Context: an optimization exercise on an open-source flow, tuned for small area, a short achievable clock period and few clock cycles. The choices shown serve that exercise and are no tape-out recipe. Function was checked by simulation only, so behaviour that the tests miss may differ from the original.

==> flow/design.v <==
`timescale 1ns / 1ps
module SimpleCPU(clk, rst, data_fromRAM, wrEn, addr_toRAM, data_toRAM, pCounter);
parameter SIZE = 14;
parameter K = 4;                
parameter HIT = 1;              
input clk, rst;
input wire [31:0] data_fromRAM;
output wire wrEn;
output wire [SIZE-1:0] addr_toRAM;
output wire [31:0] data_toRAM;
output wire [SIZE-1:0] pCounter;
localparam ARR = 4'd0,   
           FN  = 4'd1,   
           FC  = 4'd2,   
           RL  = 4'd3,   
           R2F = 4'd4,   
           I1  = 4'd5,   
           I2  = 4'd6,   
           Z1  = 4'd7,   
           Z2  = 4'd8,   
           ZA  = 4'd9,   
           ZT  = 4'd10,  
           ML  = 4'd11,  
           MI  = 4'd12;  
reg [3:0]  state;
reg [13:0] pc;         
reg        stale;      
reg [13:0] addr_r;
reg        we_r;
reg [31:0] dout;       
reg [13:0] wa;         
reg        wv;
reg [13:0] A_r;
reg [3:0]  op;
reg [31:0] X, Y;       
reg        xin, yin, yd, two, rdir, xh;
reg        rst_q;      
assign wrEn       = we_r & ~rst;
assign addr_toRAM = addr_r;
assign data_toRAM = dout;
assign pCounter   = pc;
wire [31:0] din = data_fromRAM;
wire [3:0]  dop = din[31:28];
wire [13:0] da  = din[27:14];
wire [13:0] db  = din[13:0];
wire        wv_e = wv & (HIT != 0);
wire        hitA = wv_e & (da == wa);
wire        hitB = wv_e & (db == wa);
wire [13:0] pc1   = pc + 14'd1;
wire        dz    = (dout == 32'd0);
wire d_imm   = dop[0] & (dop != 4'd11);
wire d_useA  = ~(dop == 4'd8 || dop == 4'd9 || dop == 4'd10 || dop == 4'd12);
wire d_useB  = ~dop[0] & (dop != 4'd12) | (dop == 4'd11);
wire d_mc    = (dop == 4'd4 || dop == 4'd5 || dop == 4'd14 || dop == 4'd15);
wire d_rA    = d_useA & ~hitA;
wire d_rB    = d_useB & ~hitB;
wire [31:0] xv = xin ? din : dout;
wire [31:0] yv = yin ? din : (yd ? dout : Y);
wire        sub = (op == 4'd6) | (op == 4'd7);
wire [32:0] sum = {1'b0, xv} + {1'b0, yv ^ {32{sub}}} + {32'd0, sub};
reg  [31:0] res;
always @* begin
  case (op)
    4'd0, 4'd1: res = sum[31:0];
    4'd2, 4'd3: res = ~(xv & yv);
    4'd6, 4'd7: res = {31'd0, ~sum[32]};
    default:    res = yv;
  endcase
end
wire [13:0] wr_addr = (op == 4'd11) ? xv[13:0] : A_r;
wire [13:0] tgt_rd  = sum[13:0];    
wire        m_shift = (op == 4'd4) | (op == 4'd5);
wire        s_big   = |yv[31:6];
wire [31:0] s_onehot = 32'd1 << yv[2:0];    
wire [31:0] xv_rev;
wire [31:0] acc;
wire [31:0] acc_rev;
genvar gi;
generate
  for (gi = 0; gi < 32; gi = gi + 1) begin : g_rev
    assign xv_rev[gi]  = xv[31-gi];
    assign acc_rev[gi] = acc[31-gi];
  end
endgenerate
wire [31:0] y_load  = m_shift ? (s_big ? 32'd0 : s_onehot) : yv;
wire signed [31:0] y_loads = y_load;
wire [31:0] yl_k    = y_loads >>> K;
wire        ml_last = (yl_k == {32{y_load[K-1]}});
reg        cb;
reg [31:0] cs_s, cs_c, cs_t, cs_n;
reg        b2, b1, b0, bneg, bone, btwo;
integer j;
always @* begin
  cs_s = dout;
  cs_c = 32'd0;
  cs_n = 32'd0;
  for (j = 0; j < K/2; j = j + 1) begin
    b2 = Y[2*j+1];
    b1 = Y[2*j];
    b0 = (j == 0) ? cb : Y[2*j-1];
    bneg = b2 & ~(b1 & b0);
    bone = b1 ^ b0;
    btwo = (b2 & ~b1 & ~b0) | (~b2 & b1 & b0);
    cs_t = ((bone ? X : 32'd0) | (btwo ? (X << 1) : 32'd0)) << (2*j);
    cs_t = cs_t ^ {32{bneg}};
    cs_n[j] = bneg;
    if (j == 0) begin
      cs_c = cs_t;
    end else begin
      {cs_s, cs_c} = {cs_s ^ cs_c ^ cs_t, (((cs_s & cs_c) | (cs_s & cs_t) | (cs_c & cs_t)) << 1) | {31'd0, cs_n[j-1]}};
    end
  end
end
assign acc = cs_s + cs_c + {31'd0, cs_n[K/2-1]};
wire signed [31:0] Ys = Y;
wire [31:0] y_k  = Ys >>> K;
wire [31:0] y_2k = Ys >>> (2*K);
wire mi_last      = (y_k  == {32{Y[K-1]}});
wire mi_next_last = (y_2k == {32{Y[2*K-1]}});
always @(posedge clk)
  rst_q <= rst;
wire [31:0] x_load = (m_shift & ~yv[5]) ? xv_rev : xv;
always @(posedge clk)
  if (state == ML)
    X <= m_shift ? (x_load << {yv[4:3], 3'd0}) : x_load;
  else
    X <= X << K;
always @(posedge clk) begin
  if (rst_q) begin
    state  <= FN;
    pc     <= 14'd0;
    stale  <= 1'b0;
    addr_r <= 14'd0;
    we_r   <= 1'b0;
    dout   <= 32'd0;
    wa     <= 14'd0;
    wv     <= 1'b0;
    A_r    <= 14'd0;
    op     <= 4'd0;
    Y      <= 32'd0;
    xin    <= 1'b0;
    yin    <= 1'b0;
    yd     <= 1'b0;
    two    <= 1'b0;
    rdir   <= 1'b0;
    xh     <= 1'b0;
    cb     <= 1'b0;
  end else begin
    we_r <= 1'b0;
    case (state)
      ARR: begin
        if (stale) begin
          stale  <= 1'b0;
          state  <= FN;
        end else begin
          op   <= dop;
          A_r  <= da;
          Y    <= {18'd0, db};
          xin  <= 1'b0;
          yin  <= 1'b0;
          yd   <= 1'b0;
          two  <= 1'b0;
          xh   <= hitA;
          case (dop)
            4'd10: begin  
              yin <= 1'b1;
              if (hitB) begin
                addr_r <= dout[13:0];
                state  <= RL;
              end else begin
                addr_r <= db;
                state  <= I1;
              end
            end
            4'd12: begin  
              Y   <= 32'd0;
              xin <= 1'b1;
              if (hitB) begin
                if (!dz) begin
                  addr_r <= pc1;
                  pc     <= pc1;
                  state  <= FN;
                end else if (hitA) begin
                  addr_r <= dout[13:0];
                  pc     <= dout[13:0];
                  state  <= FN;
                end else begin
                  addr_r <= da;
                  state  <= ZA;
                end
              end else begin
                addr_r <= db;
                state  <= Z1;
              end
            end
            4'd13: begin  
              xin    <= 1'b1;
              addr_r <= da;
              state  <= ZA;
            end
            default: begin
              if (d_rB && d_rA) begin
                addr_r <= db;
                two    <= 1'b1;
                xin    <= 1'b1;
                state  <= R2F;
              end else if (d_rB) begin
                addr_r <= db;
                yin    <= 1'b1;
                state  <= RL;
              end else if (d_rA) begin
                addr_r <= da;
                xin    <= 1'b1;
                yd     <= d_useB;
                state  <= RL;
              end else begin
                yd <= d_useB;
                if (d_mc) begin
                  state  <= ML;
                end else begin
                  addr_r <= pc1;
                  pc     <= pc1;
                  state  <= FC;
                end
              end
            end
          endcase
        end
      end
      R2F: begin
        addr_r <= A_r;
        state  <= RL;
      end
      RL: begin
        if (two)
          Y <= din;
        if (m_shift || op == 4'd14 || op == 4'd15) begin
          state <= ML;
        end else begin
          addr_r <= pc1;
          pc     <= pc1;
          state  <= FC;
        end
      end
      FC: begin
        dout   <= res;
        wa     <= wr_addr;
        wv     <= 1'b1;
        addr_r <= wr_addr;
        we_r   <= ~rst;
        stale  <= (wr_addr == addr_r);
        state  <= ARR;
      end
      FN: begin
        state <= ARR;
      end
      I1: begin
        state <= I2;
      end
      I2: begin
        addr_r <= din[13:0];
        state  <= RL;
      end
      Z1: begin
        addr_r <= pc1;
        state  <= Z2;
      end
      Z2: begin
        if (din != 32'd0) begin
          pc    <= pc1;
          state <= ARR;
        end else if (xh) begin
          addr_r <= dout[13:0];
          pc     <= dout[13:0];
          state  <= FN;
        end else begin
          addr_r <= A_r;
          state  <= ZA;
        end
      end
      ZA: begin
        state <= ZT;
      end
      ZT: begin
        addr_r <= tgt_rd;
        pc     <= tgt_rd;
        state  <= FN;
      end
      ML: begin
        Y    <= y_load;
        cb   <= 1'b0;
        rdir <= m_shift & ~yv[5];
        dout <= 32'd0;
        wv   <= 1'b0;
        if (ml_last) begin
          addr_r <= pc1;
          pc     <= pc1;
        end
        state <= MI;
      end
      MI: begin
        Y  <= y_k;
        cb <= Y[K-1];
        if (mi_last) begin
          dout   <= rdir ? acc_rev : acc;
          wa     <= A_r;
          wv     <= 1'b1;
          we_r   <= ~rst;
          addr_r <= A_r;
          stale  <= (A_r == addr_r);
          state  <= ARR;
        end else begin
          dout <= acc;
          if (mi_next_last) begin
            addr_r <= pc1;
            pc     <= pc1;
          end
        end
      end
      default: begin
        state  <= FN;
      end
    endcase
  end
end
endmodule
==> flow/config.mk <==
export PLATFORM = sky130hd
export DESIGN_NAME = SimpleCPU
export DESIGN_NICKNAME = SimpleCPU
export VERILOG_FILES = /design/flow/design.v
export SDC_FILE = /design/flow/constraint.sdc
export NUM_CORES = 4
export LEC_CHECK = 0
export CAP_MARGIN = 20
export CORE_MARGIN = 2
export CORE_UTILIZATION = 40
export SETUP_SLACK_MARGIN = 0.3
export SLEW_MARGIN = 20
==> flow/constraint.sdc <==
create_clock -name core_clock -period 15.0 [get_ports {clk}]
set_input_delay 3.0000 -clock core_clock [delete_from_list [all_inputs] [get_ports {clk}]]
set_output_delay 3.0000 -clock core_clock [all_outputs]
set_load 0.01 [all_outputs]
standard.sh (not shown) runs the stock make flow with config.mk's settings and CLKGATE_MAP_FILE= SYNTH_SCRIPT=/design/flow/synth_recipe.tcl, a recipe that flattens the netlist after the stock synthesis.
==> flow/flow/run.sh <==
#!/bin/bash
set -euo pipefail
bash standard.sh SETUP_SLACK_MARGIN=9 "BUFFER_PORTS_ARGS=-buffer_cell sky130_fd_sc_hd__buf_1" finish > standard_flow.log 2>&1
Testbench counts at the start, summed over its fixed seeds: cycles 149,944.
Change:
--- a/flow/design.v
+++ b/flow/design.v
@@ -54,12 +54,41 @@
 wire d_mc    = (dop == 4'd4 || dop == 4'd5 || dop == 4'd14 || dop == 4'd15);
 wire d_rA    = d_useA & ~hitA;
 wire d_rB    = d_useB & ~hitB;
 wire [31:0] xv = xin ? din : dout;
 wire [31:0] yv = yin ? din : (yd ? dout : Y);
+reg        cb;
+reg [31:0] cs_s, cs_c, cs_t, cs_n;
+reg        b2, b1, b0, bneg, bone, btwo;
+integer j;
+always @* begin
+  cs_s = dout;
+  cs_c = 32'd0;
+  cs_n = 32'd0;
+  for (j = 0; j < K/2; j = j + 1) begin
+    b2 = Y[2*j+1];
+    b1 = Y[2*j];
+    b0 = (j == 0) ? cb : Y[2*j-1];
+    bneg = b2 & ~(b1 & b0);
+    bone = b1 ^ b0;
+    btwo = (b2 & ~b1 & ~b0) | (~b2 & b1 & b0);
+    cs_t = ((bone ? X : 32'd0) | (btwo ? (X << 1) : 32'd0)) << (2*j);
+    cs_t = cs_t ^ {32{bneg}};
+    cs_n[j] = bneg;
+    if (j == 0) begin
+      cs_c = cs_t;
+    end else begin
+      {cs_s, cs_c} = {cs_s ^ cs_c ^ cs_t, (((cs_s & cs_c) | (cs_s & cs_t) | (cs_c & cs_t)) << 1) | {31'd0, cs_n[j-1]}};
+    end
+  end
+end
 wire        sub = (op == 4'd6) | (op == 4'd7);
-wire [32:0] sum = {1'b0, xv} + {1'b0, yv ^ {32{sub}}} + {32'd0, sub};
+wire        in_mi = (state == MI);
+wire [31:0] add_p = in_mi ? cs_s : xv;
+wire [31:0] add_q = in_mi ? cs_c : (yv ^ {32{sub}});
+wire        add_c = in_mi ? cs_n[K/2-1] : sub;
+wire [32:0] sum = {1'b0, add_p} + {1'b0, add_q} + {32'd0, add_c};
 reg  [31:0] res;
 always @* begin
   case (op)
     4'd0, 4'd1: res = sum[31:0];
     4'd2, 4'd3: res = ~(xv & yv);
@@ -84,36 +113,11 @@
 endgenerate
 wire [31:0] y_load  = m_shift ? (s_big ? 32'd0 : s_onehot) : yv;
 wire signed [31:0] y_loads = y_load;
 wire [31:0] yl_k    = y_loads >>> K;
 wire        ml_last = (yl_k == {32{y_load[K-1]}});
-reg        cb;
-reg [31:0] cs_s, cs_c, cs_t, cs_n;
-reg        b2, b1, b0, bneg, bone, btwo;
-integer j;
-always @* begin
-  cs_s = dout;
-  cs_c = 32'd0;
-  cs_n = 32'd0;
-  for (j = 0; j < K/2; j = j + 1) begin
-    b2 = Y[2*j+1];
-    b1 = Y[2*j];
-    b0 = (j == 0) ? cb : Y[2*j-1];
-    bneg = b2 & ~(b1 & b0);
-    bone = b1 ^ b0;
-    btwo = (b2 & ~b1 & ~b0) | (~b2 & b1 & b0);
-    cs_t = ((bone ? X : 32'd0) | (btwo ? (X << 1) : 32'd0)) << (2*j);
-    cs_t = cs_t ^ {32{bneg}};
-    cs_n[j] = bneg;
-    if (j == 0) begin
-      cs_c = cs_t;
-    end else begin
-      {cs_s, cs_c} = {cs_s ^ cs_c ^ cs_t, (((cs_s & cs_c) | (cs_s & cs_t) | (cs_c & cs_t)) << 1) | {31'd0, cs_n[j-1]}};
-    end
-  end
-end
-assign acc = cs_s + cs_c + {31'd0, cs_n[K/2-1]};
+assign acc = sum[31:0];    
 wire signed [31:0] Ys = Y;
 wire [31:0] y_k  = Ys >>> K;
 wire [31:0] y_2k = Ys >>> (2*K);
 wire mi_last      = (y_k  == {32{Y[K-1]}});
 wire mi_next_last = (y_2k == {32{Y[2*K-1]}});
Worst setup slack stays flat.
Sequential share of layout area went up by 0.24 points.
Design area drops by about 1.5%.
Count of clock-buffer cells in the layout is unchanged.
Non-clock buffer count grows by 41.
Routed wire length shrinks by about 5%.
Testbench counts after the change, summed over its fixed seeds: cycles 149,944.

afterwards: timing with drivers on the ports:
The flow's constraints put no driver on any port. The routed layouts listed below were extracted and timed again, unchanged, in two steps. Step 1 assumes that a clkbuf_16 drives the clock port and a buf_2 every other input. Step 2 times the ports against the registers' clock, not the clock port: input delays grow and output delays shrink by t, the midpoint of the rising clock arrivals with the driver on. Three values: ideal ports, drivers, drivers and shift; two values: the first two.
run	shift t [ns]	slack for setup (ns)	worst setup path after step 2
the first run	0.567	8.700 / 8.658 / 8.455	input to register
the second run	0.581	8.698 / 8.657 / 8.324	input to register
After both steps setup and hold are still met in every run listed. For the second run, which loses most, drivers alone change the setup slack by -0.041 ns; drivers and shift together by -0.374 ns.
